Context: an optimization exercise on an open-source flow, tuned for small area. The choices shown serve that exercise and are no tape-out recipe.
RTL that was checked went through simulation tests only; none was proved equivalent to the original.
Only the layout flow was run in runs 1 to 3; the RTL was not checked for function there.
No activity file was given, so power comes from the tool's default toggle rates.

**flow/design.v**
```verilog
module ALU (
input             clk               ,   
input             rst_n             ,   
input             dcd_req           ,   
input      [3:0]  dcd_opcode        ,   
input      [11:0] dcd_mem_addr      ,   
input      [2:0]  dcd_src_reg_1_addr,   
input      [2:0]  dcd_src_reg_2_addr,   
input      [2:0]  dcd_dst_reg_addr  ,   
input      [15:0] dcd_const         ,   
output reg        dcd_ack           ,   
input      [31:0] data_mem_rd_data  ,   
output reg        data_mem_cen      ,   
output            data_mem_rw       ,   
output     [11:0] data_mem_addr     ,   
output     [31:0] data_mem_rw_data  ,   
input      [15:0] reg_0_rd_data     ,   
input             reg_0_ack         ,   
output reg        reg_0_req         ,   
output            reg_0_rw          ,   
output reg [2:0]  reg_0_addr        ,   
input      [15:0] reg_1_rd_data     ,   
input             reg_1_ack         ,   
output reg        reg_1_req         ,   
output reg        reg_1_rw          ,   
output     [2:0]  reg_1_addr        ,   
output reg [15:0] reg_1_wr_data     ,   
output reg        pc_jump_req       ,   
output     [11:0] pc_jump_addr          
);
wire [3:0] op = dcd_opcode;
wire op_alu = op[2];                               
reg  [1:0] op_q;                                   
reg  dcd_req_delay;                                
reg  cen_delay;                                    
wire alu_start = dcd_req & ~dcd_req_delay;         
assign data_mem_addr    = dcd_mem_addr;
assign pc_jump_addr     = dcd_mem_addr;
assign data_mem_rw      = ~op[1];
assign data_mem_rw_data = {16'h0000, reg_1_wr_data};    
assign reg_0_rw         = 1'b1;
assign reg_1_addr       = reg_1_rw ? dcd_src_reg_2_addr : dcd_dst_reg_addr;
wire eq = (dcd_const == reg_0_rd_data);
wire        op_inv  = ~op_q[1] & op_q[0];               
wire        op_keep = ~(op_q[1] & op_q[0]);             
wire        op_and  = op_q[1] & ~op_q[0];               
wire        sub = op_q[1] ^ op_q[0];              
wire [15:0] a   = reg_0_rd_data;
wire [15:0] b   = ((reg_1_rd_data ^ {16{op_inv}}) & (~a | {16{op_keep}})) | (~a & {16{op_and}});
wire [16:0] c;           
wire [15:0] s0;          
wire [15:0] s;
genvar i;
generate for (i = 0; i < 16; i = i + 1) begin : g_add
  wire ci = (i == 0) ? sub : (i == 7) ? 1'b0 : c[i];
  assign s0[i]  = a[i] ^ b[i] ^ ci;
  assign c[i+1] = (a[i] & b[i]) | (a[i] & ci) | (b[i] & ci);
end endgenerate
assign s[6:0] = s0[6:0];
wire k7 = c[7];
wire [9:0] t1;       
assign t1[0] = 1'b1;
assign t1[1] = t1[0] & s0[7];
assign t1[2] = t1[1] & s0[8];
assign t1[3] = t1[2] & s0[9];
assign t1[4] = t1[3] & s0[10];
assign t1[5] = t1[4] & s0[11];
assign t1[6] = t1[5] & s0[12];
assign t1[7] = t1[6] & s0[13];
assign t1[8] = t1[7] & s0[14];
assign t1[9] = t1[8] & s0[15];
assign s[15:7] = s0[15:7] ^ ({9{k7}} & t1[8:0]);
wire [15:0] alu_res   = s;
always @(posedge clk or negedge rst_n)
if (~rst_n) begin
  dcd_req_delay <= 1'b0;
  cen_delay     <= 1'b0;
  data_mem_cen  <= 1'b0;
  reg_0_req     <= 1'b0;
  reg_1_req     <= 1'b0;
  reg_1_rw      <= 1'b0;
  pc_jump_req   <= 1'b0;
  dcd_ack       <= 1'b0;
end else begin
  dcd_req_delay <= dcd_req;
  cen_delay     <= data_mem_cen;
  data_mem_cen  <= (alu_start & ~op[3] & ~op[2] & ~(op[1] ^ op[0]))
                 | (reg_0_ack & ~op[2] & op[1] & ~op[0]);
  reg_0_req     <= ~reg_0_ack & (reg_0_req | (alu_start & (op[2] | (op[1] & ~op[0]) | (op[3] & op[0]))));
  reg_1_req     <= reg_1_ack ? reg_1_rw
                 : (reg_1_req | (alu_start & (op[2] | (~op[3] & ~op[1] & op[0]))) | (cen_delay & ~op[1]));
  reg_1_rw      <= alu_start ? op_alu : (reg_1_rw & ~reg_1_ack);
  pc_jump_req   <= (alu_start & op[3] & ~op[0]) | (reg_0_ack & op[3] & op[0] & eq);
  dcd_ack       <= (~reg_1_rw & reg_1_ack) | (op[1] & data_mem_cen)
                 | (alu_start & op[3] & ~op[0]) | (reg_0_ack & op[3] & op[0]);
end
always @(posedge clk) begin
  reg_0_addr <= dcd_src_reg_1_addr;
  op_q       <= op[1:0];
end
wire sel_alu  = reg_1_rw;
wire sel_hold = op[2] & ~reg_1_rw;
wire sel_c    = ~op[2] & op[0];
wire sel_m    = ~op[2] & ~op[1] & ~op[0];
wire sel_r    = ~op[2] & op[1] & ~op[0];
always @(posedge clk)
  reg_1_wr_data <= ({16{sel_alu}}  & alu_res)
                 | ({16{sel_hold}} & reg_1_wr_data)
                 | ({16{sel_c}}    & dcd_const)
                 | ({16{sel_m}}    & data_mem_rd_data[15:0])
                 | ({16{sel_r}}    & reg_0_rd_data);
endmodule  
```
**flow/flow/run.sh**
```bash
#!/bin/bash
# Standard ORFS layout with two changes: the smallest buffer (buf_1) for the
# port buffers, and an area-oriented ABC mapping script for synthesis.
set -euo pipefail
cp -r "$FLOW_HOME/scripts" ./orfs_scripts
cp flow/abc.script ./orfs_scripts/abc_speed.script
export SCRIPTS_DIR="$PWD/orfs_scripts"
export BUFFER_PORTS_ARGS="-buffer_cell sky130_fd_sc_hd__buf_1"
bash standard.sh > standard_flow.log 2>&1
```
**flow/flow/abc.script**
```
&get -n
&st
&dch
&nf
&st
&syn2
&if -g -K 6
&synch2
&nf
&st
&dch -f
&nf -R 1000
&st
&dch -f
&nf -R 1000
&put
```
**flow/standard.sh**
```bash
#!/bin/bash
# synth_recipe.tcl (not shown) runs the flow's synth.tcl, then flattens the netlist and writes it again
# the make line also repeats each setting of config.mk as NAME=value (left out here)
make -C /OpenROAD-flow-scripts/flow DESIGN_CONFIG=/design/flow/config.mk WORK_HOME=/design/flow/orfs CLKGATE_MAP_FILE= SYNTH_SCRIPT=/design/flow/synth_recipe.tcl "${@:-finish}"
```
**flow/config.mk**
```make
export PLATFORM = sky130hd
export DESIGN_NAME = ALU
export DESIGN_NICKNAME = ALU
export VERILOG_FILES = /design/flow/design.v
export SDC_FILE = /design/flow/constraint.sdc
export NUM_CORES = 4
export LEC_CHECK = 0
export CAP_MARGIN = 20
export CORE_MARGIN = 2
export CORE_UTILIZATION = 40
export SLEW_MARGIN = 20
```
**flow/constraint.sdc**
```tcl
create_clock -name core_clock -period 5.0 [get_ports {clk}]
set_input_delay 1.0000 -clock core_clock [delete_from_list [all_inputs] [get_ports {clk}]]
set_output_delay 1.0000 -clock core_clock [all_outputs]
set_load 0.01 [all_outputs]
```
==> results.sh, run 1 <==
export IMPL_async_reset_ff_frac=0.276
export IMPL_numCtsBuffers=5
export IMPL_peakVddDrop_mv=0.138
export IMPL_dpl_hpwl_um=5640
export IMPL_root_buffer="clkbuf_8"
export IMPL_cellPowerDensity_nw_per_um2=295
export IMPL_grt_pass1_vias=2407
export IMPL_clockPowerShare=0.328
export IMPL_cpMaxStageDelayCell="fa_1"
export IMPL_worstSkewPairLatency_ps=290
export IMPL_crit_type="in2reg"
export IMPL_die_w_um=84.7
export IMPL_final_util=0.495
export IMPL_crit_path_end_kind="register"
export IMPL_core_um2=6310
export IMPL_synth_common_cells="buf_4, a21oi_1, clkinv_1, nand2_1, dfxtp_1"
export IMPL_max_stage_delay_ps=560
export IMPL_wire_per_inst_um=14.9
export IMPL_clockBufferDepth=2
export IMPL_fin_skew_ps=8.56
export IMPL_critical_path_startpoint="reg_0_rd_data[7]"
export IMPL_setup_tns_ps=0
export IMPL_crit_family="adder cells"
export IMPL_via_per_inst=5.04
export IMPL_io_pin_count=196
export IMPL_worst_path_buf_inv=2
export IMPL_setup_viol=0
export IMPL_ant_nets=0
export IMPL_min_period_over_period=0.963
export IMPL_dr_pass1_iters=5
export IMPL_rr_worst_depth=17
export IMPL_ctsHoldBuffers=0
export IMPL_cts_tree="built"
export IMPL_p_seq_frac=0.317
export IMPL_dr_first_iter_drc_count=146
export IMPL_synth_most_common_cell="buf_4"
export IMPL_timing_fmax_ghz=0.208
export IMPL_max_cap_violations=0
export IMPL_status="timing/DRC/antenna clean"
export IMPL_critPathRequiredTime_ps=5230
export IMPL_drt_total_wl_um=7420
export IMPL_synthTopCellsByArea="buf_4, dfxtp_1, fa_1"
export IMPL_worst_pin_slew_ps=882
export IMPL_die_area_um2=7170
export IMPL_antennaDiodeCount=0
export IMPL_layout_drive_gt1_share=0.102
export IMPL_crit_cells=16
export IMPL_internal_power_mw=0.602
export IMPL_syn_to_final_growth_pct=20.1
export IMPL_crit_end="reg_1_wr_data[15]"
export IMPL_leakage_nw=1.23
export IMPL_hold_slack_ps=427
export IMPL_crit_path_start_kind="input port"
export IMPL_antenna_found_initial=0
export IMPL_slew_viol_final=0
export IMPL_synth_top_cell_area_share=0.164
export IMPL_syn_area_um2=2600
export IMPL_path_max_fanout=2
export IMPL_p_sw_frac=0.347
export IMPL_yosysTopAreaCell="buf_4"
export IMPL_ys_seq_area_frac=0.238
export IMPL_p_switching_mw=0.320
export IMPL_initial_core_util=0.412
export IMPL_rr_endpoint="reg_1_wr_data[15]"
export IMPL_relSlewSlack=0.412
export IMPL_gp_congestion=0.850
export IMPL_clkSinkCount=29
export IMPL_rows=29
export IMPL_port_buffer_count=126
export IMPL_hold_viol=0
export IMPL_yosysUniqueCellTypes=35
export IMPL_avgSynthCellArea_um2=8.43
export IMPL_path_common_cell="fa_1"
export IMPL_cp_arrival_ps=5040
export IMPL_synth_warning_count=1
export IMPL_postCtsSetupBuffers=0
export IMPL_period_minus_slack_ps=4810
export IMPL_synth_seq_cells=29
export IMPL_ys_dominant_reg_cell="dfxtp_1"
export IMPL_die_height_um=84.7
export IMPL_drc_errors=0
export IMPL_netlist_instances=309
export IMPL_clkSlewWorstSetupHoldPaths_ps=70
export IMPL_timing_rr_start="op_q[0]"
export IMPL_grt_usage=0.209
export IMPL_nNetsFinal=550
export IMPL_overflow=0
export IMPL_rsz0062_at_grt="no"
export IMPL_worstHoldPathType="reg2reg"
export IMPL_path_cells="buf_1 -> clkinv_1 -> a21oi_1 -> a21oi_1 -> ha_1 -> fa_1 -> fa_2 -> fa_2 -> fa_1 -> fa_1 -> fa_2 -> fa_1 -> nand3_2 -> xnor2_1 -> nand2_1 -> nand3_1"
export IMPL_combPwrFrac=0.355
export IMPL_regToRegSetupSlack_ps=260
export IMPL_grt_pass1_wl_um=11900
export IMPL_synth_edf_count=0
export IMPL_htreeDepth=2
export IMPL_grt_max_degree=24
export IMPL_vias=2511
-- placed cells by master, fill, tap and decap left out, types with 2 or more instances in the layout --
master / count
bufinv_16: 2
a22oi_1: 15
nor3_1: 2
o21ai_0: 3
xnor2_1: 7
clkbuf_8: 5
ha_1: 5
dfxtp_1: 20
o22ai_1: 3
a222oi_1: 9
xor2_1: 20
buf_4: 20
nor2_1: 8
clkinv_1: 29
fa_1: 5
nor3_2: 2
a221oi_1: 4
dfrtp_1: 8
nand2_1: 26
mux2_1: 3
nand3_1: 13
conb_1: 17
nor2b_1: 3
buf_1: 126
fa_2: 9
o211ai_1: 2
a21oi_1: 36
nand4_1: 2
-- state kept, by name, summed over array words and instances (netlist names) --
signal / flops
reg_1_req: 1
reg_0_req: 1
data_mem_cen: 1
pc_jump_req: 1
reg_1_rw: 1
reg_0_addr: 3
op_q: 2
reg_1_wr_data: 16
dcd_req_delay: 1
cen_delay: 1
dcd_ack: 1
-- per-layer routing --
| metal | GRT usage | wire [um] | vias to the layer above |
|---|---|---|---|
| li1 | - | - | 1229 |
| met1 | 0.272 | 3190 | 1138 |
| met2 | 0.345 | 3520 | 120 |
| met3 | 0.0364 | 536 | 24 |
| met4 | 0.0823 | 181 | 0 |
| met5 | 0 | 0 | - |
-- worst min-delay path by stage --
stage	endpoint	slack (ps)	cells past startpoint	from
floorplan	cen_delay	430	0	data_mem_cen
global placement	cen_delay	390	0	data_mem_cen
detailed placement	cen_delay	410	0	data_mem_cen
CTS	cen_delay	420	0	data_mem_cen
global route	cen_delay	430	0	data_mem_cen
finish	cen_delay	430	0	data_mem_cen
-- power by group through the flow --
stage	Combinational (mW)	Clock, mW	Sequential, mW
2_1_floorplan	0.241	0	0.307
3_3_place_gp	0.320	0	0.296
3_5_place_dp	0.323	0	0.296
4_1_cts	0.325	0.313	0.292
5_1_grt	0.371	0.322	0.296
6_report	0.328	0.302	0.292
-- metrics by stage --
stage	power (mW)	instance area, um^2	std cells	setup slack, ps
5_1_grt	0.989	3130	498	19.2
3_5_place_dp	0.620	2970	490	-326
6_report	0.922	3130	498	187
2_1_floorplan	0.548	2670	324	6.06
4_1_cts	0.931	3100	498	17.6
3_3_place_gp	0.616	2970	490	-315
-- layout make-up --
cell class	count	area [um^2]
inverter	29	109
sequential	29	622
clock buffer	5	68.8
multi-input combinational	209	1540
clock inverter	3	65.1
timing repair buffer	146	623
fill	666	3190
tap	77	96.3
-- cells by family after synthesis --
group,after synthesis,share of synthesized area
buffers and inverters,86,0.206
AOI/OAI and AO/OA,78,0.199
and+or+nand+nor,64,0.113
DFF,29,0.238
xor gates and xnor gates,27,0.0908
adders and majority gates,20,0.136
muxes,3,0.0130
other,2,0.00288
-- what timing repair did --
| action | CTS | global route |
|---|---|---|
| endpoints found under the setup margin | 1 | 7 |
| gates resized for setup | 1 | 10 |
| pin swaps | 0 | 4 |
| gates cloned | 0 | 0 |
==> run 2, diff against run 1 <==
--- a/flow/flow/run.sh
+++ b/flow/flow/run.sh
@@ -6,4 +6,7 @@
 cp flow/abc.script ./orfs_scripts/abc_speed.script
 export SCRIPTS_DIR="$PWD/orfs_scripts"
 export BUFFER_PORTS_ARGS="-buffer_cell sky130_fd_sc_hd__buf_1"
+export REMOVE_ABC_BUFFERS=1
+export GPL_TIMING_DRIVEN=0
+export CTS_ARGS="-sink_clustering_enable -repair_clock_nets -dont_use_dummy_load"
 bash standard.sh > standard_flow.log 2>&1
==> run 2 against run 1 <==
Flip-flop and latch count unchanged. Clock power decreased by about 40%. Non-clock buffer count decreased by 16. Utilization decreased by 2.1 points. Via count decreased by 0.20%. Setup slack improved by 21 ps. Combinational power about the same. Design area decreased by 4.2%. Register-to-register slack about the same. Critical path type unchanged. Final cell count decreased by 3.8%. Sequential share of layout area increased by 0.87 points.
==> results.sh, run 2 <==
export IMPL_worstSkewPairLatency_ps=280
export IMPL_via_per_inst=5.23
export IMPL_leakage_nw=1.13
export IMPL_dr_pass1_iters=6
export IMPL_hold_path_depth=0
export IMPL_netlist_instances=309
export IMPL_synth_warning_count=1
export IMPL_cts_tree="built"
export IMPL_ys_dominant_reg_cell="dfxtp_1"
export IMPL_grt_usage=0.224
export IMPL_synthTopCellsByArea="buf_4, dfxtp_1, fa_1"
export IMPL_crit_path_end_kind="register"
export IMPL_hold_start="data_mem_cen"
export IMPL_setup_slack_ps=208
export IMPL_largest_reg_flops=16
export IMPL_async_reset_ff_frac=0.276
export IMPL_initial_core_util=0.412
export IMPL_syn_to_final_growth_pct=15.1
export IMPL_fin_skew_ps=3.98
export IMPL_io_pin_count=196
export IMPL_rows=29
export IMPL_path_max_fanout=5
export IMPL_final_area_um2=3000
export IMPL_slew_viol_final=0
export IMPL_avgSynthCellArea_um2=8.43
export IMPL_nNetsFinal=534
export IMPL_final_fill_count=706
export IMPL_yosysTopAreaCell="buf_4"
export IMPL_ant_nets=0
export IMPL_timing_rr_start="op_q[1]"
export IMPL_grt_pass1_vias=2368
export IMPL_synth_top_cell_area_share=0.164
export IMPL_hold_viol=0
export IMPL_min_period_over_period=0.958
export IMPL_critPathRequiredTime_ps=5220
export IMPL_worst_path_buf_inv=3
export IMPL_final_cell_mix="buf_1, a21oi_1, clkinv_1"
export IMPL_die_w_um=84.7
export IMPL_clkSlewWorstSetupHoldPaths_ps=60
export IMPL_dpl_hpwl_um=6120
export IMPL_relSlewSlack=0.408
export IMPL_ys_seq_area_frac=0.238
export IMPL_pre_cts_slack_ps=-706
export IMPL_yosysUniqueCellTypes=35
export IMPL_regMostFlops="reg_1_wr_data"
export IMPL_antenna_found_initial=0
export IMPL_crit_path_start_kind="input port"
export IMPL_worst_pin_slew_ps=888
export IMPL_timing_fmax_ghz=0.209
export IMPL_hold_path_end="cen_delay"
export IMPL_vias=2506
export IMPL_syn_area_um2=2600
export IMPL_port_buffer_count=126
export IMPL_clockBufferDepth=2
export IMPL_worstHoldPathType="reg2reg"
export IMPL_final_common_cell="buf_1"
export IMPL_drc_errors=0
export IMPL_rsz0062_at_grt="no"
export IMPL_numCtsBuffers=5
export IMPL_path_common_cell="fa_2"
export IMPL_htreeDepth=2
export IMPL_path_cells="buf_1 -> xor2_1 -> a21oi_1 -> a21oi_1 -> fa_2 -> fa_2 -> fa_2 -> fa_2 -> fa_2 -> fa_1 -> clkinv_1 -> fa_2 -> clkinv_1 -> and3_1 -> nand2_2 -> nor2_2 -> and3_4 -> nand3_2 -> xnor2_1 -> nand2_1 -> nand3_1"
export IMPL_die_area_um2=7170
export IMPL_setup_tns_ps=0
export IMPL_core_um2=6310
export IMPL_clkSinkCount=29
export IMPL_rr_worst_depth=18
export IMPL_root_buffer="clkbuf_8"
export IMPL_setup_viol=0
export IMPL_grt_max_degree=24
export IMPL_p_total_mw=0.799
export IMPL_wire_per_inst_um=16.9
export IMPL_synth_common_cells="buf_4, a21oi_1, clkinv_1, nand2_1, dfxtp_1"
export IMPL_cpMaxStageDelayCell="fa_1"
export IMPL_rr_endpoint="reg_1_wr_data[15]"
export IMPL_crit_type="in2reg"
export IMPL_regToRegSetupSlack_ps=260
export IMPL_top_regs="reg_1_wr_data (16), reg_0_addr (3), op_q (2)"
export IMPL_crit_family="adder cells"
export IMPL_dr_first_iter_drc_count=152
export IMPL_synth_edf_count=0
export IMPL_grt_pass1_wl_um=12500
export IMPL_max_cap_violations=0
export IMPL_cp_arrival_ps=5010
export IMPL_overflow=0
export IMPL_layout_drive_gt1_share=0.0871
export IMPL_max_stage_delay_ps=410
export IMPL_antennaDiodeCount=0
export IMPL_synth_seq_cells=29
export IMPL_status="timing/DRC/antenna clean"
export IMPL_die_height_um=84.7
export IMPL_cellPowerDensity_nw_per_um2=267
export IMPL_synth_most_common_cell="buf_4"
export IMPL_gp_congestion=0.801
export IMPL_drt_total_wl_um=8090
export IMPL_peakVddDrop_mv=0.140
export IMPL_period_minus_slack_ps=4790
export IMPL_placed_area_um2=2840
export IMPL_ctsHoldBuffers=0
-- run 2: cell counts after synthesis --
Identical to the previous run, type by type.
-- run 2: report_power, final --
group / switching [mW] / internal, mW / total [mW]
logic: 0.191 / 0.134 / 0.326
clock network: 0.0913 / 0.0897 / 0.181
registers: 0.0273 / 0.265 / 0.293
total: 0.310 / 0.489 / 0.799
-- run 2: layout make-up --
class                      count  area (um^2)  area share
tap                           77         96.3      0.0322
sequential                    29          622       0.208
inverter                      29          110      0.0367
multi-input combinational    209         1590       0.530
clock buffer                   5         68.8      0.0230
timing repair buffer         130          512       0.171
-- run 2: through the flow --
| stage | util | instances | hold slack [ps] |
|---|---|---|---|
| floorplan | - | 267 | 435 |
| global placement | 0.444 | 470 | 392 |
| detailed placement | 0.449 | 472 | 402 |
| CTS | 0.468 | 479 | 418 |
| global route | 0.475 | 479 | 429 |
| finish | 0.475 | 479 | 421 |
-- run 2: cell families (layout without fill, tap and decap cells) --
| family | count (synthesis) | count (layout) | share of synthesized area |
|---|---|---|---|
| mux | 3 | 3 | 0.0130 |
| compound gates | 78 | 78 | 0.199 |
| flops | 29 | 29 | 0.238 |
| xor+xnor | 27 | 27 | 0.0908 |
| buf+inv | 86 | 164 | 0.206 |
| simple gates | 64 | 64 | 0.113 |
| fa+ha+maj | 20 | 20 | 0.136 |
| other cells | 2 | 17 | 0.00288 |
-- run 2: timing repair --
action	4_1_cts	5_1_grt
resized for setup	14	12
gates cloned	0	0
endpoints found under the setup margin	10	4
buffers inserted	2	0
pin swaps	0	4
-- run 2: worst max path at each step --
stage | start | endpoint | slack (ps) | depth (start not counted)
after floorplan | reg_1_rd_data[0] | reg_1_wr_data[15] | -40 | 20
after global placement | op_q[0] | reg_1_wr_data[15] | -630 | 21
after detailed placement | op_q[0] | reg_1_wr_data[15] | -710 | 21
after CTS | op_q[1] | reg_1_wr_data[15] | 2 | 18
after global routing | reg_1_rd_data[0] | reg_1_wr_data[15] | 20 | 21
final | reg_1_rd_data[0] | reg_1_wr_data[15] | 210 | 21
-- run 2: worst register-to-register path: stages (launching register included) --
cell and delay [ps]:
dfxtp_2 370, clkinv_1 110, ha_4 170, buf_4 170, xor2_1 160, a21oi_1 130, a21oi_1 60, ha_1 210
fa_1 420, fa_2 390, fa_2 380, fa_2 370, fa_2 370, fa_2 370, fa_1 550, nand3_2 90
xnor2_1 160, nand2_1 70, nand3_1 120
-- run 2: per-layer routing --
layer  track usage  vias up  wire [um]  share of wire
li1              -     1201          -              -
met1         0.289     1163       3380           0.42
met2         0.344      132       3670           0.45
met3         0.101        8        929           0.11
met4        0.0447        2         61         0.0075
met5        0.0420        -         41         0.0051
==> run 3, diff against run 2 <==
--- a/flow/design.v
+++ b/flow/design.v
@@ -52,24 +52,23 @@
 wire [15:0] s;
 genvar i;
 generate for (i = 0; i < 16; i = i + 1) begin : g_add
-  wire ci = (i == 0) ? sub : (i == 7) ? 1'b0 : c[i];
+  wire ci = (i == 0) ? sub : (i == 8) ? 1'b0 : c[i];
   assign s0[i]  = a[i] ^ b[i] ^ ci;
   assign c[i+1] = (a[i] & b[i]) | (a[i] & ci) | (b[i] & ci);
 end endgenerate
-assign s[6:0] = s0[6:0];
-wire k7 = c[7];
-wire [9:0] t1;       
+assign s[7:0] = s0[7:0];
+wire k8 = c[8];
+wire [8:0] t1;       
 assign t1[0] = 1'b1;
-assign t1[1] = t1[0] & s0[7];
-assign t1[2] = t1[1] & s0[8];
-assign t1[3] = t1[2] & s0[9];
-assign t1[4] = t1[3] & s0[10];
-assign t1[5] = t1[4] & s0[11];
-assign t1[6] = t1[5] & s0[12];
-assign t1[7] = t1[6] & s0[13];
-assign t1[8] = t1[7] & s0[14];
-assign t1[9] = t1[8] & s0[15];
-assign s[15:7] = s0[15:7] ^ ({9{k7}} & t1[8:0]);
+assign t1[1] = t1[0] & s0[8];
+assign t1[2] = t1[1] & s0[9];
+assign t1[3] = t1[2] & s0[10];
+assign t1[4] = t1[3] & s0[11];
+assign t1[5] = t1[4] & s0[12];
+assign t1[6] = t1[5] & s0[13];
+assign t1[7] = t1[6] & s0[14];
+assign t1[8] = t1[7] & s0[15];
+assign s[15:8] = s0[15:8] ^ ({8{k8}} & t1[7:0]);
 wire [15:0] alu_res   = s;
 always @(posedge clk or negedge rst_n)
 if (~rst_n) begin
--- a/flow/flow/run.sh
+++ b/flow/flow/run.sh
@@ -6,7 +6,4 @@
 cp flow/abc.script ./orfs_scripts/abc_speed.script
 export SCRIPTS_DIR="$PWD/orfs_scripts"
 export BUFFER_PORTS_ARGS="-buffer_cell sky130_fd_sc_hd__buf_1"
-export REMOVE_ABC_BUFFERS=1
-export GPL_TIMING_DRIVEN=0
-export CTS_ARGS="-sink_clustering_enable -repair_clock_nets -dont_use_dummy_load"
 bash standard.sh > standard_flow.log 2>&1
==> run 3 against run 2 <==
Still clean. Combinational power shrank 2%. Utilization shrank 0.099 points. Flip-flop and latch count is the same. Largest cell class unchanged. Highest routed layer is now met4.
==> results.sh, run 3 <==
export IMPL_cts_tree="built"
export IMPL_layout_drive_gt1_share=0.0743
export IMPL_dpl_hpwl_um=5450
export IMPL_synth_most_common_cell="buf_4"
export IMPL_yosysTopAreaCell="buf_4"
export IMPL_final_area_um2=2990
export IMPL_die_height_um=84.6
export IMPL_met3_usage=0.0354
export IMPL_timing_fmax_ghz=0.207
export IMPL_grt_use_met1=0.235
export IMPL_postCtsSetupBuffers=0
export IMPL_cts_resized=0
export IMPL_worstSkewPairLatency_ps=280
export IMPL_setup_slack_ps=166
export IMPL_top_regs="reg_1_wr_data (16), reg_0_addr (3), op_q (2)"
export IMPL_status="timing/DRC/antenna clean"
export IMPL_htreeDepth=2
export IMPL_fin_cells=481
export IMPL_use_met2=0.336
export IMPL_max_cap_violations=0
export IMPL_io_pin_count=196
export IMPL_ant_nets=0
export IMPL_worstHoldPathType="reg2reg"
export IMPL_async_reset_ff_frac=0.276
export IMPL_synth_common_cells="buf_4, a21oi_1, clkinv_1, xor2_1, nand2_1"
export IMPL_syn_area_um2=2600
export IMPL_overflow=0
export IMPL_fin_skew_ps=4.40
export IMPL_die_area_um2=7160
export IMPL_regMostFlops="reg_1_wr_data"
export IMPL_grt_pass1_wl_um=11000
export IMPL_yosysUniqueCellTypes=32
export IMPL_antennaDiodeCount=0
export IMPL_path_common_cell="fa_2"
export IMPL_crit_path_start_kind="input port"
export IMPL_rows=29
export IMPL_largest_reg_flops=16
export IMPL_min_period_over_period=0.967
export IMPL_crit_path_end_kind="register"
export IMPL_dr_pass1_iters=4
export IMPL_synth_warning_count=1
export IMPL_cpMaxStageDelayCell="fa_2"
export IMPL_ys_seq_area_frac=0.239
export IMPL_synth_seq_cells=29
export IMPL_synth_top_cell_area_share=0.165
export IMPL_synth_edf_count=0
export IMPL_grt_max_degree=24
export IMPL_hold_viol=0
export IMPL_critPathRequiredTime_ps=5230
export IMPL_dr_first_iter_drc_count=111
export IMPL_worst_pin_slew_ps=869
export IMPL_relSlewSlack=0.421
export IMPL_root_buffer="clkbuf_8"
export IMPL_via_per_inst=4.96
export IMPL_leakage_nw=1.15
export IMPL_placed_area_um2=2890
export IMPL_peakVddDrop_mv=0.155
export IMPL_netlist_instances=305
export IMPL_vias=2384
export IMPL_wire_per_inst_um=14.5
export IMPL_slew_viol_final=0
export IMPL_avgSynthCellArea_um2=8.52
export IMPL_cp_arrival_ps=5060
export IMPL_drc_errors=0
export IMPL_ys_dominant_reg_cell="dfxtp_1"
export IMPL_final_cell_mix="buf_1, a21oi_1, clkinv_1"
export IMPL_ctsHoldBuffers=0
export IMPL_antenna_found_initial=0
export IMPL_crit_type="in2reg"
export IMPL_final_fill_count=657
export IMPL_clockBufferDepth=2
export IMPL_final_common_cell="buf_1"
export IMPL_numCtsBuffers=5
export IMPL_syn_to_final_growth_pct=15.1
export IMPL_core_um2=6310
export IMPL_max_stage_delay_ps=410
export IMPL_path_cells="buf_1 -> xor2_1 -> a21oi_2 -> a21oi_2 -> fa_2 -> fa_2 -> fa_2 -> fa_2 -> fa_2 -> fa_2 -> fa_2 -> clkinv_1 -> fa_2 -> nor2_1 -> and3_4 -> and2_4 -> nand4_1 -> xnor2_1 -> nand2_1 -> nand3_1"
export IMPL_gp_congestion=0.905
export IMPL_grt_pass1_vias=2336
export IMPL_synthTopCellsByArea="buf_4, dfxtp_1, fa_1"
export IMPL_port_buffer_count=126
export IMPL_setup_viol=0
export IMPL_path_max_fanout=6
export IMPL_nNetsFinal=533
export IMPL_pre_cts_slack_ps=-295
export IMPL_drt_total_wl_um=6970
export IMPL_cellPowerDensity_nw_per_um2=268
export IMPL_initial_core_util=0.412
export IMPL_final_util=0.474
export IMPL_dpl_cell_count=473
export IMPL_busiest_layer="met2"
export IMPL_grt_usage=0.193
export IMPL_die_w_um=84.6
export IMPL_clkSinkCount=29
export IMPL_clkSlewWorstSetupHoldPaths_ps=60
export IMPL_rsz0062_at_grt="no"
export IMPL_period_minus_slack_ps=4830
==> run 3: logic make-up after synthesis <==
| group | after synthesis | share of synthesized area |
|---|---|---|
| buf+inv | 85 | 0.205 |
| compound gates | 74 | 0.189 |
| simple gates | 60 | 0.107 |
| xor+xnor | 32 | 0.108 |
| flops | 29 | 0.239 |
| fa+ha+maj | 20 | 0.137 |
| mux | 3 | 0.0130 |
| other cells | 2 | 0.00289 |
==> run 3: routing by layer <==
metal,part of all wire,vias up
met3,0.072,11
met1,0.40,1094
met4,0.017,0
met2,0.51,94
met5,0,-
li1,-,1185
==> run 3: final cells by class <==
cell class | instances | area [um^2] | share of cell area
multi-input cells | 206 | 1560 | 0.522
clock inverters | 2 | 10.0 | 0.00335
clock buffers | 6 | 72.6 | 0.0243
well taps | 77 | 96.3 | 0.0322
inverters | 28 | 105 | 0.0351
repair buffers | 133 | 526 | 0.176
flip-flops and latches | 29 | 621 | 0.208
==> run 3: path summary, 6_finish.rpt <==
check                                 start           endpoint  slack (ps)  depth (start not counted)
max                        reg_1_rd_data[0]  reg_1_wr_data[15]         170                         20
min                            data_mem_cen          cen_delay         440                          0
max reg2reg                         op_q[1]  reg_1_wr_data[15]         300                         21
min reg2reg                    data_mem_cen          cen_delay         440                          0
max in group asynchronous             rst_n            dcd_ack        4050                          1
min in group asynchronous             rst_n          reg_1_req         630                          1
==> run 3: metrics by stage <==
step | setup TNS, ps | hold WS (ps) | total power [mW]
after floorplan | 0 | 435 | 0.553
after global placement | -949 | 409 | 0.609
after detailed placement | -1460 | 418 | 0.616
after CTS | 0 | 434 | 0.805
after global routing | 0 | 476 | 0.865
final | 0 | 440 | 0.800
==> run 3: critical path: cells and delay by family <==
family | cells | cell delay (ps)
buffers and inverters | 2 | 150
adders and majority gates | 8 | 2770
AOI/OAI and AO/OA | 2 | 170
and+or+nand+nor | 6 | 700
xor gates and xnor gates | 2 | 270
==> run 3: power breakdown <==
group / internal [mW] / switching (mW)
clock network: 0.0961 / 0.0900
registers: 0.265 / 0.0272
logic: 0.134 / 0.187
==> run 4, diff against run 3 <==
--- a/flow/design.v
+++ b/flow/design.v
@@ -30,7 +30,7 @@
 );
 wire [3:0] op = dcd_opcode;
 wire op_alu = op[2];                               
-reg  [1:0] op_q;                                   
+reg  sub_q;                                        
 reg  dcd_req_delay;                                
 reg  cen_delay;                                    
 wire alu_start = dcd_req & ~dcd_req_delay;         
@@ -41,35 +41,34 @@
 assign reg_0_rw         = 1'b1;
 assign reg_1_addr       = reg_1_rw ? dcd_src_reg_2_addr : dcd_dst_reg_addr;
 wire eq = (dcd_const == reg_0_rd_data);
-wire        op_inv  = ~op_q[1] & op_q[0];               
-wire        op_keep = ~(op_q[1] & op_q[0]);             
-wire        op_and  = op_q[1] & ~op_q[0];               
-wire        sub = op_q[1] ^ op_q[0];              
+wire        sub = sub_q;                          
 wire [15:0] a   = reg_0_rd_data;
-wire [15:0] b   = ((reg_1_rd_data ^ {16{op_inv}}) & (~a | {16{op_keep}})) | (~a & {16{op_and}});
+wire [15:0] b   = reg_1_rd_data ^ {16{sub}};
 wire [16:0] c;           
 wire [15:0] s0;          
 wire [15:0] s;
 genvar i;
 generate for (i = 0; i < 16; i = i + 1) begin : g_add
-  wire ci = (i == 0) ? sub : (i == 8) ? 1'b0 : c[i];
+  wire ci = (i == 0) ? sub : (i == 7) ? 1'b0 : c[i];
   assign s0[i]  = a[i] ^ b[i] ^ ci;
   assign c[i+1] = (a[i] & b[i]) | (a[i] & ci) | (b[i] & ci);
 end endgenerate
-assign s[7:0] = s0[7:0];
-wire k8 = c[8];
-wire [8:0] t1;       
+assign s[6:0] = s0[6:0];
+wire k7 = c[7];
+wire [9:0] t1;       
 assign t1[0] = 1'b1;
-assign t1[1] = t1[0] & s0[8];
-assign t1[2] = t1[1] & s0[9];
-assign t1[3] = t1[2] & s0[10];
-assign t1[4] = t1[3] & s0[11];
-assign t1[5] = t1[4] & s0[12];
-assign t1[6] = t1[5] & s0[13];
-assign t1[7] = t1[6] & s0[14];
-assign t1[8] = t1[7] & s0[15];
-assign s[15:8] = s0[15:8] ^ ({8{k8}} & t1[7:0]);
-wire [15:0] alu_res   = s;
+assign t1[1] = t1[0] & s0[7];
+assign t1[2] = t1[1] & s0[8];
+assign t1[3] = t1[2] & s0[9];
+assign t1[4] = t1[3] & s0[10];
+assign t1[5] = t1[4] & s0[11];
+assign t1[6] = t1[5] & s0[12];
+assign t1[7] = t1[6] & s0[13];
+assign t1[8] = t1[7] & s0[14];
+assign t1[9] = t1[8] & s0[15];
+assign s[15:7] = s0[15:7] ^ ({9{k7}} & t1[8:0]);
+wire [15:0] logic_res = (a & reg_1_rd_data) | ({16{op[0]}} & (a | reg_1_rd_data));    
+wire [15:0] alu_res   = op[1] ? logic_res : s;
 always @(posedge clk or negedge rst_n)
 if (~rst_n) begin
   dcd_req_delay <= 1'b0;
@@ -95,7 +94,7 @@
 end
 always @(posedge clk) begin
   reg_0_addr <= dcd_src_reg_1_addr;
-  op_q       <= op[1:0];
+  sub_q      <= op[2] & ~op[1] & op[0];
 end
 wire sel_alu  = reg_1_rw;
 wire sel_hold = op[2] & ~reg_1_rw;
--- a/flow/config.mk
+++ b/flow/config.mk
@@ -8,4 +8,6 @@
 export CAP_MARGIN = 20
 export CORE_MARGIN = 2
 export CORE_UTILIZATION = 40
+export CTS_CLUSTER_DIAMETER = 200
+export CTS_CLUSTER_SIZE = 30
 export SLEW_MARGIN = 20
==> run 4 against run 3 <==
Design area is 1.5% lower. Register-to-register slack better by 490 ps. Highest routed layer unchanged. Wire length is 6.6% higher. Sequential share of layout area is 0.36 points lower. Final cell count is 2.3% lower. Clock skew is 1.3 ps higher. Via count is 3.6% higher. Critical path depth is 4 lower. Global-route usage is 0.45 points higher. Critical endpoint unchanged. Non-clock buffer count is 1 higher.
==> results.sh, run 4 <==
export IMPL_status="timing/DRC/antenna clean"
export IMPL_die_area_um2=7220
export IMPL_grt_usage=0.198
export IMPL_crit_type="in2reg"
export IMPL_crit_path_end_kind="register"
export IMPL_worstHoldPathType="reg2reg"
export IMPL_synthAdderAreaFrac=0.157
export IMPL_path_max_fanout=2
export IMPL_hold_slack_ps=441
export IMPL_rr_endpoint="reg_1_wr_data[15]"
export IMPL_avgSynthCellArea_um2=8.83
export IMPL_syn_area_um2=2620
export IMPL_clockBufferDepth=2
export IMPL_synth_compound_area_frac=0.196
export IMPL_synth_seq_cells=28
export IMPL_rows=29
export IMPL_cts_resized=0
export IMPL_ctsHoldBuffers=0
export IMPL_hold_start="data_mem_cen"
export IMPL_p_seq_frac=0.389
export IMPL_io_pin_count=196
export IMPL_hold_path_end="cen_delay"
export IMPL_hold_path_depth=0
export IMPL_busiest_layer="met2"
export IMPL_fin_skew_ps=5.66
export IMPL_dr_first_iter_drc_count=149
export IMPL_grt_pass1_wl_um=11400
export IMPL_min_period_over_period=0.926
export IMPL_cts_tree="built"
export IMPL_via_per_inst=5.26
export IMPL_clkSlewWorstSetupHoldPaths_ps=100
export IMPL_fin_cells=470
export IMPL_top_regs="reg_1_wr_data (16), reg_0_addr (3)"
export IMPL_port_buffer_count=126
export IMPL_final_fill_count=666
export IMPL_met3_usage=0.0253
export IMPL_p_sw_frac=0.377
export IMPL_timing_fmax_ghz=0.216
export IMPL_yosys_area_share_simple=0.104
export IMPL_clkSinkCount=28
export IMPL_synthTopCellsByArea="buf_4, dfxtp_1, fa_1"
export IMPL_antenna_found_initial=0
export IMPL_syn_to_final_growth_pct=12.3
export IMPL_die_height_um=85.0
export IMPL_dpl_hpwl_um=6020
export IMPL_ys_seq_area_frac=0.229
export IMPL_drt_total_wl_um=7430
export IMPL_final_area_um2=2950
export IMPL_antennaDiodeCount=0
export IMPL_combPwrFrac=0.407
export IMPL_synth_common_cells="buf_4, xor2_1, clkinv_1, dfxtp_1, o21ai_0"
export IMPL_regToRegSetupSlack_ps=790
export IMPL_htreeDepth=1
export IMPL_initial_core_util=0.413
export IMPL_drc_errors=0
export IMPL_hold_viol=0
export IMPL_cp_arrival_ps=4790
export IMPL_grt_use_met1=0.271
export IMPL_peakVddDrop_mv=0.104
export IMPL_synth_mux_area_frac=0.0167
export IMPL_core_um2=6350
export IMPL_leakage_nw=1.10
export IMPL_vias=2471
export IMPL_async_reset_ff_frac=0.286
export IMPL_netlist_instances=297
export IMPL_yosysTopAreaCell="buf_4"
export IMPL_synth_most_common_cell="buf_4"
export IMPL_crit_path_start_kind="input port"
export IMPL_nNetsFinal=522
export IMPL_wire_per_inst_um=15.8
export IMPL_root_buffer="clkbuf_8"
export IMPL_largest_reg_flops=16
export IMPL_postCtsSetupBuffers=0
export IMPL_internal_power_mw=0.442
export IMPL_layout_drive_gt1_share=0.0356
export IMPL_overflow=0
export IMPL_synth_edf_count=0
export IMPL_slew_viol_final=0
export IMPL_yosysUniqueCellTypes=37
export IMPL_worstSkewPairLatency_ps=280
export IMPL_placed_area_um2=2890
export IMPL_regMostFlops="reg_1_wr_data"
export IMPL_worst_pin_slew_ps=998
export IMPL_numCtsBuffers=3
export IMPL_synth_top_family_by_area="compound AO/OA/AOI/OAI gates"
export IMPL_grt_pass1_vias=2336
export IMPL_use_met2=0.332
export IMPL_ys_dominant_reg_cell="dfxtp_1"
export IMPL_synth_top_cell_area_share=0.163
export IMPL_cellPowerDensity_nw_per_um2=241
export IMPL_grt_max_degree=18
export IMPL_rr_worst_depth=14
export IMPL_final_cell_mix="buf_1, xor2_1, clkinv_1"
export IMPL_p_switching_mw=0.268
export IMPL_die_w_um=85.0
export IMPL_clockPowerShare=0.204
export IMPL_timing_rr_start="sub_q"
export IMPL_ant_nets=0
export IMPL_synth_xor_area_frac=0.100
export IMPL_period_minus_slack_ps=4630
export IMPL_setup_viol=0
export IMPL_rsz0062_at_grt="no"
export IMPL_relSlewSlack=0.334
export IMPL_gp_congestion=0.814
export IMPL_setup_tns_ps=0
export IMPL_dr_pass1_iters=6
export IMPL_critPathRequiredTime_ps=5160
export IMPL_p_total_mw=0.710
export IMPL_final_common_cell="buf_1"
export IMPL_dpl_cell_count=466
export IMPL_synth_warning_count=1
export IMPL_max_cap_violations=0
[run 4: critical path, stage by stage]
cell	delay [ps]
buf_1	100
xor2_1	150
ha_1	190
clkinv_1	60
fa_1	160
clkinv_1	80
fa_1	410
fa_1	420
fa_1	420
fa_1	430
fa_1	420
fa_1	410
xor2_1	160
xnor2_1	160
xnor2_1	130
o21ai_0	80
[run 4: stage by stage]
step                utilization  worst slack (ps)
floorplan                     -               224
global placement          0.455              55.6
detailed placement        0.455              25.2
CTS                       0.464               336
global route              0.464              81.3
finish                    0.464               371
[run 4: cell families after synthesis]
logic type	count (synthesis)
AO/OA/AOI/OAI	72
XOR/XNOR	30
adder cells (fa/ha/maj)	27
buffers and inverters	78
flip-flops	28
multiplexers	4
other	2
AND/OR/NAND/NOR	56
[run 4: power groups by stage]
stage,registers [mW],clock network [mW],logic (mW)
floorplan,0.292,0,0.217
global placement,0.280,0,0.287
detailed placement,0.281,0,0.291
CTS,0.276,0.155,0.292
global route,0.281,0.161,0.325
finish,0.276,0.145,0.289
[run 4: routing by layer]
layer,share of wire,up-vias
li1,-,1192
met1,0.43,1151
met2,0.47,117
met3,0.084,11
met4,0.013,0
met5,0,-
[run 4: how the worst max path moves through the flow]
stage	from	endpoint	slack, ps
finish	reg_1_rd_data[7]	reg_1_wr_data[15]	370
detailed placement	reg_1_rd_data[7]	reg_1_wr_data[15]	30
floorplan	reg_1_rd_data[7]	reg_1_wr_data[15]	220
global route	reg_1_rd_data[7]	reg_1_wr_data[15]	80
CTS	reg_1_rd_data[7]	reg_1_wr_data[15]	340
global placement	reg_1_rd_data[7]	reg_1_wr_data[15]	60
[run 4: cell type report]
type | count | area (um^2) | share of cell area
Sequential cell | 28 | 601 | 0.204
Clock buffer | 4 | 55.1 | 0.0187
Multi-Input combinational cell | 206 | 1580 | 0.537
Timing Repair Buffer | 134 | 533 | 0.181
Inverter | 21 | 78.8 | 0.0268
Tap cell | 77 | 96.3 | 0.0327
==> run 5, diff against run 4 <==
--- a/flow/config.mk
+++ b/flow/config.mk
@@ -8,6 +8,5 @@
 export CAP_MARGIN = 20
 export CORE_MARGIN = 2
 export CORE_UTILIZATION = 40
-export CTS_CLUSTER_DIAMETER = 200
 export CTS_CLUSTER_SIZE = 30
 export SLEW_MARGIN = 20
==> run 5 against run 4 <==
First-iteration DRC count unchanged. Register-to-register slack about the same. Clock power about the same. Hold slack unchanged. Clock-buffer cell count unchanged. Non-clock buffer count unchanged. Setup slack unchanged. Flip-flop and latch count unchanged. Power unchanged. Synthesized cell count unchanged. Wire length unchanged. Combinational power about the same. Critical path type unchanged. Highest routed layer unchanged.
==> results.sh, run 5 <==
export IMPL_critPathRequiredTime_ps=5160
export IMPL_crit_family="adder cells"
export IMPL_htreeDepth=1
export IMPL_clkSinkCount=28
export IMPL_leakage_nw=1.10
export IMPL_synthTopCellsByArea="buf_4, dfxtp_1, fa_1"
export IMPL_synth_most_common_cell="buf_4"
export IMPL_worst_pin_slew_ps=998
export IMPL_final_cell_mix="buf_1, xor2_1, clkinv_1"
export IMPL_core_um2=6350
export IMPL_max_stage_delay_ps=430
export IMPL_antennaDiodeCount=0
export IMPL_cts_tree="built"
export IMPL_vias=2471
export IMPL_synth_common_cells="buf_4, xor2_1, clkinv_1, dfxtp_1, o21ai_0"
export IMPL_yosysTopAreaCell="buf_4"
export IMPL_top_regs="reg_1_wr_data (16), reg_0_addr (3)"
export IMPL_ys_seq_area_frac=0.229
export IMPL_worstHoldPathType="reg2reg"
export IMPL_ys_dominant_reg_cell="dfxtp_1"
export IMPL_port_buffer_count=126
export IMPL_wire_per_inst_um=15.8
export IMPL_die_w_um=85.0
export IMPL_overflow=0
export IMPL_drt_total_wl_um=7430
export IMPL_crit_path_start_kind="input port"
export IMPL_synth_seq_cells=28
export IMPL_pre_cts_slack_ps=25.2
export IMPL_setup_viol=0
export IMPL_regMostFlops="reg_1_wr_data"
export IMPL_die_height_um=85.0
export IMPL_slew_viol_final=0
export IMPL_grt_pass1_wl_um=11400
export IMPL_hold_slack_ps=441
export IMPL_syn_area_um2=2620
export IMPL_setup_tns_ps=0
export IMPL_worst_path_buf_inv=3
export IMPL_layout_drive_gt1_share=0.0356
export IMPL_min_period_over_period=0.926
export IMPL_clockBufferDepth=2
export IMPL_async_reset_ff_frac=0.286
export IMPL_relSlewSlack=0.334
export IMPL_p_total_mw=0.710
export IMPL_final_fill_count=666
export IMPL_crit_type="in2reg"
export IMPL_status="timing/DRC/antenna clean"
export IMPL_cp_arrival_ps=4790
export IMPL_fin_skew_ps=5.66
export IMPL_grt_usage=0.198
export IMPL_rsz0062_at_grt="no"
export IMPL_path_cells="buf_1 -> xor2_1 -> ha_1 -> clkinv_1 -> fa_1 -> clkinv_1 -> fa_1 -> fa_1 -> fa_1 -> fa_1 -> fa_1 -> fa_1 -> xor2_1 -> xnor2_1 -> xnor2_1 -> o21ai_0"
export IMPL_syn_to_final_growth_pct=12.3
export IMPL_largest_reg_flops=16
export IMPL_synth_warning_count=1
export IMPL_dr_pass1_iters=6
export IMPL_avgSynthCellArea_um2=8.83
export IMPL_setup_slack_ps=371
export IMPL_gp_congestion=0.814
export IMPL_peakVddDrop_mv=0.104
export IMPL_hold_viol=0
export IMPL_crit_path_end_kind="register"
export IMPL_timing_fmax_ghz=0.216
export IMPL_wl_met1_um=3190
export IMPL_ant_nets=0
export IMPL_root_buffer="clkbuf_8"
export IMPL_via_per_inst=5.26
export IMPL_rows=29
export IMPL_synth_edf_count=0
export IMPL_ctsHoldBuffers=0
export IMPL_max_cap_violations=0
export IMPL_clkSlewWorstSetupHoldPaths_ps=100
export IMPL_dpl_hpwl_um=6020
export IMPL_netlist_instances=297
export IMPL_postCtsSetupBuffers=0
export IMPL_grt_pass1_vias=2336
export IMPL_path_common_cell="fa_1"
export IMPL_worstSkewPairLatency_ps=280
export IMPL_wl_met2_um=3530
export IMPL_period_minus_slack_ps=4630
export IMPL_drc_errors=0
export IMPL_cts_resized=0
export IMPL_path_max_fanout=2
export IMPL_cellPowerDensity_nw_per_um2=241
export IMPL_die_area_um2=7220
export IMPL_antenna_found_initial=0
export IMPL_top_layer_used="met4"
export IMPL_io_pin_count=196
export IMPL_grt_max_degree=18
export IMPL_synth_top_cell_area_share=0.163
export IMPL_dr_first_iter_drc_count=149
export IMPL_numCtsBuffers=3
export IMPL_initial_core_util=0.413
export IMPL_yosysUniqueCellTypes=37
export IMPL_final_common_cell="buf_1"
export IMPL_wl_met3_um=624
export IMPL_cpMaxStageDelayCell="fa_1"
export IMPL_nNetsFinal=522
==> run 5: cell families (layout without fill, tap and decap cells) <==
kind of cell / after synthesis / after routing / share of synthesized area
compound gates: 72 / 72 / 0.196
mux: 4 / 4 / 0.0167
simple gates: 56 / 56 / 0.104
fa+ha+maj: 27 / 27 / 0.157
xor+xnor: 30 / 30 / 0.100
buf+inv: 78 / 159 / 0.193
other cells: 2 / 17 / 0.00286
flops: 28 / 28 / 0.229
==> run 5: final cells by class <==
cell class | instances | area [um^2] | area share
sequential | 28 | 601 | 0.204
clock buffer | 4 | 55.1 | 0.0187
tap | 77 | 96.3 | 0.0327
inverter | 21 | 78.8 | 0.0268
multi-input combinational | 206 | 1580 | 0.537
timing repair buffer | 134 | 533 | 0.181
==> run 5: path summary, 6_finish.rpt <==
kind | slack [ps] | to | from | depth (start not counted)
setup / recovery | 370 | reg_1_wr_data[15] | reg_1_rd_data[7] | 16
hold reg to reg | 440 | cen_delay | data_mem_cen | 0
min in group asynchronous | 620 | data_mem_cen | rst_n | 1
hold / removal | 440 | cen_delay | data_mem_cen | 0
setup reg to reg | 790 | reg_1_wr_data[15] | sub_q | 14
max in group asynchronous | 4080 | reg_0_req | rst_n | 1
==> run 5: power breakdown <==
part | switching [mW] | internal, mW
combinational | 0.171 | 0.118
sequential | 0.0223 | 0.254
clock | 0.0745 | 0.0706
total | 0.268 | 0.442
==> run 5: per-stage QoR <==
stage / std cells / utilization / instance area, um^2
after global placement: 466 / 0.455 / 2890
after global routing: 470 / 0.464 / 2950
after CTS: 470 / 0.464 / 2950
final: 470 / 0.464 / 2950
after floorplan: 312 / - / 2680
after detailed placement: 466 / 0.455 / 2890
==> run 5: layer usage <==
layer / global-route usage / vias to the layer above
met1: 0.271 / 1151
met5: 0 / -
met2: 0.332 / 117
met4: 0.0491 / 0
li1: - / 1192
met3: 0.0253 / 11
==> run 6, diff against run 5 <==
--- a/flow/flow/run.sh
+++ b/flow/flow/run.sh
@@ -6,4 +6,6 @@
 cp flow/abc.script ./orfs_scripts/abc_speed.script
 export SCRIPTS_DIR="$PWD/orfs_scripts"
 export BUFFER_PORTS_ARGS="-buffer_cell sky130_fd_sc_hd__buf_1"
+export REMOVE_ABC_BUFFERS=1
+export GPL_TIMING_DRIVEN=0
 bash standard.sh > standard_flow.log 2>&1
--- a/flow/config.mk
+++ b/flow/config.mk
@@ -8,5 +8,4 @@
 export CAP_MARGIN = 20
 export CORE_MARGIN = 2
 export CORE_UTILIZATION = 40
-export CTS_CLUSTER_SIZE = 30
 export SLEW_MARGIN = 20
==> run 6 against run 5 <==
Clock power is 29% higher. Die area stayed put. Still clean. Utilization down 0.28 points. Synthesized area unchanged.
==> results.sh, run 6 <==
export IMPL_core_um2=6350
export IMPL_synth_xor_area_frac=0.100
export IMPL_dpl_hpwl_um=6300
export IMPL_overflow=0
export IMPL_final_common_cell="buf_1"
export IMPL_grt_use_met1=0.288
export IMPL_die_height_um=85.0
export IMPL_dr_first_iter_drc_count=166
export IMPL_worstSkewPairLatency_ps=280
export IMPL_gp_congestion=0.792
export IMPL_grt_max_degree=26
export IMPL_final_fill_count=664
export IMPL_synth_common_cells="buf_4, xor2_1, clkinv_1, dfxtp_1, o21ai_0"
export IMPL_met3_usage=0.0895
export IMPL_syn_to_final_growth_pct=11.6
export IMPL_relSlewSlack=0.275
export IMPL_clkSlewWorstSetupHoldPaths_ps=110
export IMPL_max_stage_delay_ps=450
export IMPL_antenna_found_initial=0
export IMPL_synth_warning_count=1
export IMPL_final_area_um2=2930
export IMPL_hold_path_end="cen_delay"
export IMPL_regToRegSetupSlack_ps=460
export IMPL_ctsHoldBuffers=0
export IMPL_worstHoldPathType="reg2reg"
export IMPL_synthAdderAreaFrac=0.157
export IMPL_path_common_cell="fa_1"
export IMPL_ys_dominant_reg_cell="dfxtp_1"
export IMPL_cellPowerDensity_nw_per_um2=256
export IMPL_clkSinkCount=28
export IMPL_worst_pin_slew_ps=1090
export IMPL_synth_mux_area_frac=0.0167
export IMPL_synth_top_cell_area_share=0.163
export IMPL_setup_tns_ps=0
export IMPL_clockBufferDepth=2
export IMPL_drt_total_wl_um=8110
export IMPL_timing_rr_start="sub_q"
export IMPL_use_met2=0.344
export IMPL_syn_area_um2=2620
export IMPL_fin_skew_ps=2.24
export IMPL_crit_path_end_kind="register"
export IMPL_crit_type="in2reg"
export IMPL_vias=2512
export IMPL_die_w_um=85.0
export IMPL_crit_path_start_kind="input port"
export IMPL_critPathRequiredTime_ps=5170
export IMPL_htreeDepth=1
export IMPL_yosysTopAreaCell="buf_4"
export IMPL_rows=29
export IMPL_yosysUniqueCellTypes=37
export IMPL_peakVddDrop_mv=0.119
export IMPL_synth_seq_cells=28
export IMPL_grt_pass1_vias=2374
export IMPL_wire_per_inst_um=17.5
export IMPL_hold_path_depth=0
export IMPL_cp_arrival_ps=4880
export IMPL_dr_pass1_iters=5
export IMPL_async_reset_ff_frac=0.286
export IMPL_hold_slack_ps=417
export IMPL_synthTopCellsByArea="buf_4, dfxtp_1, fa_1"
export IMPL_numCtsBuffers=3
export IMPL_drc_errors=0
export IMPL_via_per_inst=5.41
export IMPL_worst_path_buf_inv=3
export IMPL_placed_area_um2=2860
export IMPL_ant_nets=0
export IMPL_root_buffer="clkbuf_8"
export IMPL_setup_viol=0
export IMPL_rr_worst_depth=15
export IMPL_timing_fmax_ghz=0.213
export IMPL_status="timing/DRC/antenna clean"
export IMPL_path_max_fanout=2
export IMPL_avgSynthCellArea_um2=8.83
export IMPL_top_regs="reg_1_wr_data (16), reg_0_addr (3)"
export IMPL_nNetsFinal=516
export IMPL_die_area_um2=7220
export IMPL_grt_usage=0.226
export IMPL_hold_start="data_mem_cen"
export IMPL_cpMaxStageDelayCell="fa_1"
export IMPL_busiest_layer="met2"
export IMPL_synth_edf_count=0
export IMPL_yosys_area_share_simple=0.104
export IMPL_cts_resized=0
export IMPL_cts_tree="built"
export IMPL_final_cell_mix="buf_1, xor2_1, clkinv_1"
export IMPL_synth_top_family_by_area="compound AO/OA/AOI/OAI gates"
export IMPL_layout_drive_gt1_share=0.0310
export IMPL_path_cells="buf_1 -> xor2_1 -> ha_1 -> clkinv_1 -> fa_1 -> clkinv_1 -> fa_1 -> fa_1 -> fa_1 -> fa_1 -> fa_1 -> fa_1 -> xor2_1 -> xnor2_1 -> xnor2_1 -> o21ai_0"
export IMPL_ys_seq_area_frac=0.229
export IMPL_grt_pass1_wl_um=12600
export IMPL_largest_reg_flops=16
export IMPL_netlist_instances=297
export IMPL_hold_viol=0
export IMPL_port_buffer_count=126
export IMPL_synth_most_common_cell="buf_4"
export IMPL_leakage_nw=1.08
export IMPL_regMostFlops="reg_1_wr_data"
export IMPL_antennaDiodeCount=0
export IMPL_rsz0062_at_grt="no"
export IMPL_io_pin_count=196
export IMPL_rr_endpoint="reg_1_wr_data[15]"
export IMPL_max_cap_violations=0
export IMPL_synth_compound_area_frac=0.196
export IMPL_crit_family="adder cells"
export IMPL_postCtsSetupBuffers=0
export IMPL_initial_core_util=0.413
export IMPL_slew_viol_final=0
export IMPL_min_period_over_period=0.941
export IMPL_period_minus_slack_ps=4700
==> run 6: final cells by class <==
type,instances,area (um^2),area share
repair buffers,128,493,0.168
inverters,21,78.8,0.0269
flip-flops and latches,28,602,0.206
well taps,77,96.3,0.0329
clock inverters,1,30.0,0.0103
multi-input cells,206,1590,0.542
clock buffers,3,41.3,0.0141
==> run 6: how the worst max path moves through the flow <==
| stage | start | endpoint | depth (start not counted) |
|---|---|---|---|
| 2_1_floorplan | reg_1_rd_data[7] | reg_1_wr_data[15] | 15 |
| 3_3_place_gp | reg_1_rd_data[7] | reg_1_wr_data[15] | 16 |
| 3_5_place_dp | reg_1_rd_data[7] | reg_1_wr_data[15] | 16 |
| 4_1_cts | sub_q | reg_1_wr_data[15] | 15 |
| 5_1_grt | reg_1_rd_data[7] | reg_1_wr_data[15] | 16 |
| 6_report | reg_1_rd_data[7] | reg_1_wr_data[15] | 16 |
==> run 6: per-layer routing <==
metal  part of all wire  wire length (um)
met1               0.41              3350
met2               0.44              3600
met3               0.12               941
met4              0.019               153
met5             0.0073                59
==> run 6: per-stage QoR <==
| step | power (mW) | utilization | std cells | worst slack (ps) |
|---|---|---|---|---|
| 5_1_grt | 0.802 | 0.461 | 464 | 52.0 |
| 2_1_floorplan | 0.449 | - | 255 | 224 |
| 4_1_cts | 0.756 | 0.461 | 464 | 64.9 |
| 3_5_place_dp | 0.569 | 0.450 | 460 | -115 |
| 3_3_place_gp | 0.561 | 0.444 | 458 | -78.4 |
| 6_report | 0.749 | 0.461 | 464 | 296 |
==> run 6: worst register-to-register path, cell delays in order (launching register included) <==
cell      delay, ps
dfxtp_2         670
xor2_1          140
ha_1            200
clkinv_1         60
fa_1            160
clkinv_1         70
fa_1            440
fa_1            430
fa_1            430
fa_1            450
fa_1            430
fa_1            410
xor2_1          160
xnor2_1         180
xnor2_1         130
o21ai_0          80
==> run 6: report_power, final <==
group	total, mW	switching [mW]	internal, mW
logic	0.284	0.168	0.116
registers	0.278	0.0247	0.254
clock network	0.187	0.0796	0.107
total	0.749	0.272	0.477
==> run 6: logic make-up (layout without fill, tap and decap cells) <==
logic type,Yosys count,after routing
compound gates,72,72
xor+xnor,30,30
fa+ha+maj,27,27
buf+inv,78,153
flops,28,28
mux,4,4
other cells,2,17
simple gates,56,56
==> run 7, diff against run 6 <==
--- a/flow/flow/run.sh
+++ b/flow/flow/run.sh
@@ -8,4 +8,5 @@
 export BUFFER_PORTS_ARGS="-buffer_cell sky130_fd_sc_hd__buf_1"
 export REMOVE_ABC_BUFFERS=1
 export GPL_TIMING_DRIVEN=0
+export CTS_ARGS="-sink_clustering_enable -repair_clock_nets -dont_use_dummy_load"
 bash standard.sh > standard_flow.log 2>&1
==> run 7 against run 6 <==
Critical endpoint unchanged. Via count hardly changed. Critical path type unchanged. Still clean on timing, DRC and antenna. Largest power group unchanged. Fmax is 0.22% lower. Final cell count is 0.22% lower. Non-clock buffer count stayed put.
==> results.sh, run 7 <==
export IMPL_fin_cells=463
export IMPL_timing_fmax_ghz=0.212
export IMPL_p_total_mw=0.688
export IMPL_async_reset_ff_frac=0.286
export IMPL_ys_seq_area_frac=0.229
export IMPL_layout_drive_gt1_share=0.0285
export IMPL_final_area_um2=2900
export IMPL_cpMaxStageDelayCell="fa_1"
export IMPL_internal_power_mw=0.424
export IMPL_die_area_um2=7220
export IMPL_grt_pass1_wl_um=12600
export IMPL_yosysTopAreaCell="buf_4"
export IMPL_postCtsSetupBuffers=0
export IMPL_top_regs="reg_1_wr_data (16), reg_0_addr (3)"
export IMPL_hold_start="data_mem_cen"
export IMPL_vias=2510
export IMPL_cp_arrival_ps=4870
export IMPL_regToRegSetupSlack_ps=480
export IMPL_initial_core_util=0.413
export IMPL_hold_path_depth=0
export IMPL_synth_warning_count=1
export IMPL_rr_endpoint="reg_1_wr_data[15]"
export IMPL_grt_pass1_vias=2374
export IMPL_path_common_cell="fa_1"
export IMPL_hold_slack_ps=415
export IMPL_worst_pin_slew_ps=1090
export IMPL_placed_area_um2=2860
export IMPL_dpl_cell_count=460
export IMPL_pre_cts_slack_ps=-115
export IMPL_largest_reg_flops=16
export IMPL_final_fill_count=668
export IMPL_io_pin_count=196
export IMPL_via_per_inst=5.42
export IMPL_crit_path_start_kind="input port"
export IMPL_worstSkewPairLatency_ps=280
export IMPL_antenna_found_initial=0
export IMPL_hold_path_end="cen_delay"
export IMPL_hold_viol=0
export IMPL_relSlewSlack=0.276
export IMPL_root_buffer="clkbuf_8"
export IMPL_ys_dominant_reg_cell="dfxtp_1"
export IMPL_path_cells="buf_1 -> xor2_1 -> ha_1 -> clkinv_1 -> fa_1 -> clkinv_1 -> fa_1 -> fa_1 -> fa_1 -> fa_1 -> fa_1 -> fa_1 -> xor2_1 -> xnor2_1 -> xnor2_1 -> o21ai_0"
export IMPL_die_height_um=85.0
export IMPL_worstHoldPathType="reg2reg"
export IMPL_final_util=0.456
export IMPL_p_seq_frac=0.404
export IMPL_cellPowerDensity_nw_per_um2=237
export IMPL_p_sw_frac=0.384
export IMPL_numCtsBuffers=3
export IMPL_p_switching_mw=0.264
export IMPL_wire_per_inst_um=17.3
export IMPL_drc_errors=0
export IMPL_status="timing/DRC/antenna clean"
export IMPL_clockBufferDepth=2
export IMPL_crit_path_end_kind="register"
export IMPL_core_um2=6350
export IMPL_synth_common_cells="buf_4, xor2_1, clkinv_1, dfxtp_1, o21ai_0"
export IMPL_critPathRequiredTime_ps=5160
export IMPL_leakage_nw=1.07
export IMPL_rows=29
export IMPL_syn_to_final_growth_pct=10.5
export IMPL_max_cap_violations=0
export IMPL_rsz0062_at_grt="no"
export IMPL_synth_seq_cells=28
export IMPL_fin_skew_ps=9.96
export IMPL_cts_tree="built"
export IMPL_synthTopCellsByArea="buf_4, dfxtp_1, fa_1"
export IMPL_slew_viol_final=0
export IMPL_yosysUniqueCellTypes=37
export IMPL_peakVddDrop_mv=0.113
export IMPL_netlist_instances=297
export IMPL_dpl_hpwl_um=6300
export IMPL_dr_first_iter_drc_count=127
export IMPL_setup_tns_ps=0
export IMPL_clockPowerShare=0.184
export IMPL_port_buffer_count=126
export IMPL_gp_congestion=0.792
export IMPL_die_w_um=85.0
export IMPL_htreeDepth=1
export IMPL_overflow=0
export IMPL_grt_usage=0.225
export IMPL_setup_slack_ps=285
export IMPL_avgSynthCellArea_um2=8.83
export IMPL_ant_nets=0
export IMPL_drt_total_wl_um=8030
export IMPL_path_max_fanout=2
export IMPL_clkSinkCount=28
export IMPL_timing_rr_start="sub_q"
export IMPL_dr_pass1_iters=5
export IMPL_rr_worst_depth=15
export IMPL_grt_max_degree=26
export IMPL_max_stage_delay_ps=450
export IMPL_antennaDiodeCount=0
export IMPL_regMostFlops="reg_1_wr_data"
export IMPL_clkSlewWorstSetupHoldPaths_ps=100
export IMPL_min_period_over_period=0.943
export IMPL_setup_viol=0
export IMPL_synth_most_common_cell="buf_4"
export IMPL_period_minus_slack_ps=4710
export IMPL_syn_area_um2=2620
export IMPL_nNetsFinal=516
export IMPL_combPwrFrac=0.412
export IMPL_final_common_cell="buf_1"
export IMPL_synth_edf_count=0
export IMPL_synth_top_cell_area_share=0.163
export IMPL_ctsHoldBuffers=0
export IMPL_final_cell_mix="buf_1, xor2_1, clkinv_1"
export IMPL_crit_type="in2reg"
run 7: routing by layer:
| metal | up-vias | GRT usage | wire, um |
|---|---|---|---|
| met3 | 12 | 0.0895 | 1020 |
| met1 | 1156 | 0.286 | 3270 |
| met5 | - | 0.0629 | 59 |
| met4 | 2 | 0.0722 | 135 |
| met2 | 160 | 0.345 | 3550 |
| li1 | 1180 | - | - |
run 7: power groups by stage:
| stage | clock network (mW) | logic (mW) | registers (mW) |
|---|---|---|---|
| after floorplan | 0 | 0.143 | 0.306 |
| after CTS | 0.133 | 0.286 | 0.278 |
| after global routing | 0.141 | 0.320 | 0.282 |
| final | 0.127 | 0.283 | 0.278 |
| after detailed placement | 0 | 0.285 | 0.283 |
| after global placement | 0 | 0.279 | 0.282 |
run 7: worst max path at each step:
stage                     startpoint                 to  slack, ps  cells past startpoint
floorplan           reg_1_rd_data[7]  reg_1_wr_data[15]        220                     15
global placement    reg_1_rd_data[7]  reg_1_wr_data[15]        -80                     16
detailed placement  reg_1_rd_data[7]  reg_1_wr_data[15]       -110                     16
CTS                            sub_q  reg_1_wr_data[15]         70                     15
global route        reg_1_rd_data[7]  reg_1_wr_data[15]         40                     16
finish              reg_1_rd_data[7]  reg_1_wr_data[15]        290                     16
run 7: cell type report:
cell class                 count  area [um^2]  share of cell area
timing repair buffer         128          493               0.170
clock buffer                   3         41.3              0.0142
sequential                    28          602               0.208
tap                           77         96.3              0.0332
multi-input combinational    206         1590               0.547
inverter                      21         78.8              0.0272
run 7: timing repair:
item	in CTS	in global routing
resized for setup	0	1
setup endpoints to repair	0	1
endpoints found under the hold margin	0	0
run 7: critical path: cells and delay by family:
| family | cells | cell delay [ps] |
|---|---|---|
| AOI/OAI and AO/OA | 1 | 80 |
| xor gates and xnor gates | 4 | 620 |
| adders and majority gates | 8 | 2940 |
| buffers and inverters | 3 | 230 |
run 7: cell families (layout without fill, tap and decap cells):
kind of cell,Yosys count,in the layout,share of synthesized area
buf+inv,78,152,0.193
flops,28,28,0.229
simple gates,56,56,0.104
xor+xnor,30,30,0.100
mux,4,4,0.0167
fa+ha+maj,27,27,0.157
compound gates,72,72,0.196
other cells,2,17,0.00286

[separate check: timing with driven ports]
Ports are ideal in the flow. The routed layouts listed here were re-timed in OpenROAD. Step 1 sets driving cells, clkbuf_16 on the clock port and buf_2 on the other inputs (assumed; they add their load-dependent delay and slew). Step 2 adds t to the input delays and takes it off the output delays; t is the mean of the earliest and latest rising clock arrival at the registers after step 1. Input paths then give back, and output paths get back, about the clock's delay inside the block. a / b / c = ideal / step 1 / step 2; a / b = the first two.
| run | t, ns | slack for setup (ns) | worst slew at a driven data input, ns |
|---|---|---|---|
| run 1 | 0.315 | 0.187 / 0.188 / -0.127 | 0.12 |
| run 2 | 0.303 | 0.208 / 0.210 / -0.093 | 0.18 |
| run 3 | 0.305 | 0.166 / 0.163 / -0.142 | 0.11 |
| run 4 | 0.300 | 0.371 / 0.377 / 0.077 | 0.12 |
| run 5 | 0.300 | 0.371 / 0.377 / 0.077 | 0.12 |
| run 6 | 0.311 | 0.296 / 0.307 / -0.004 | 0.19 |
| run 7 | 0.304 | 0.285 / 0.296 / -0.008 | 0.19 |
With both steps, setup timing fails in 5 of these runs, where it was met with ideal ports. For run 1, which loses most, drivers alone change the setup slack by +0.001 ns; drivers and shift together by -0.314 ns.
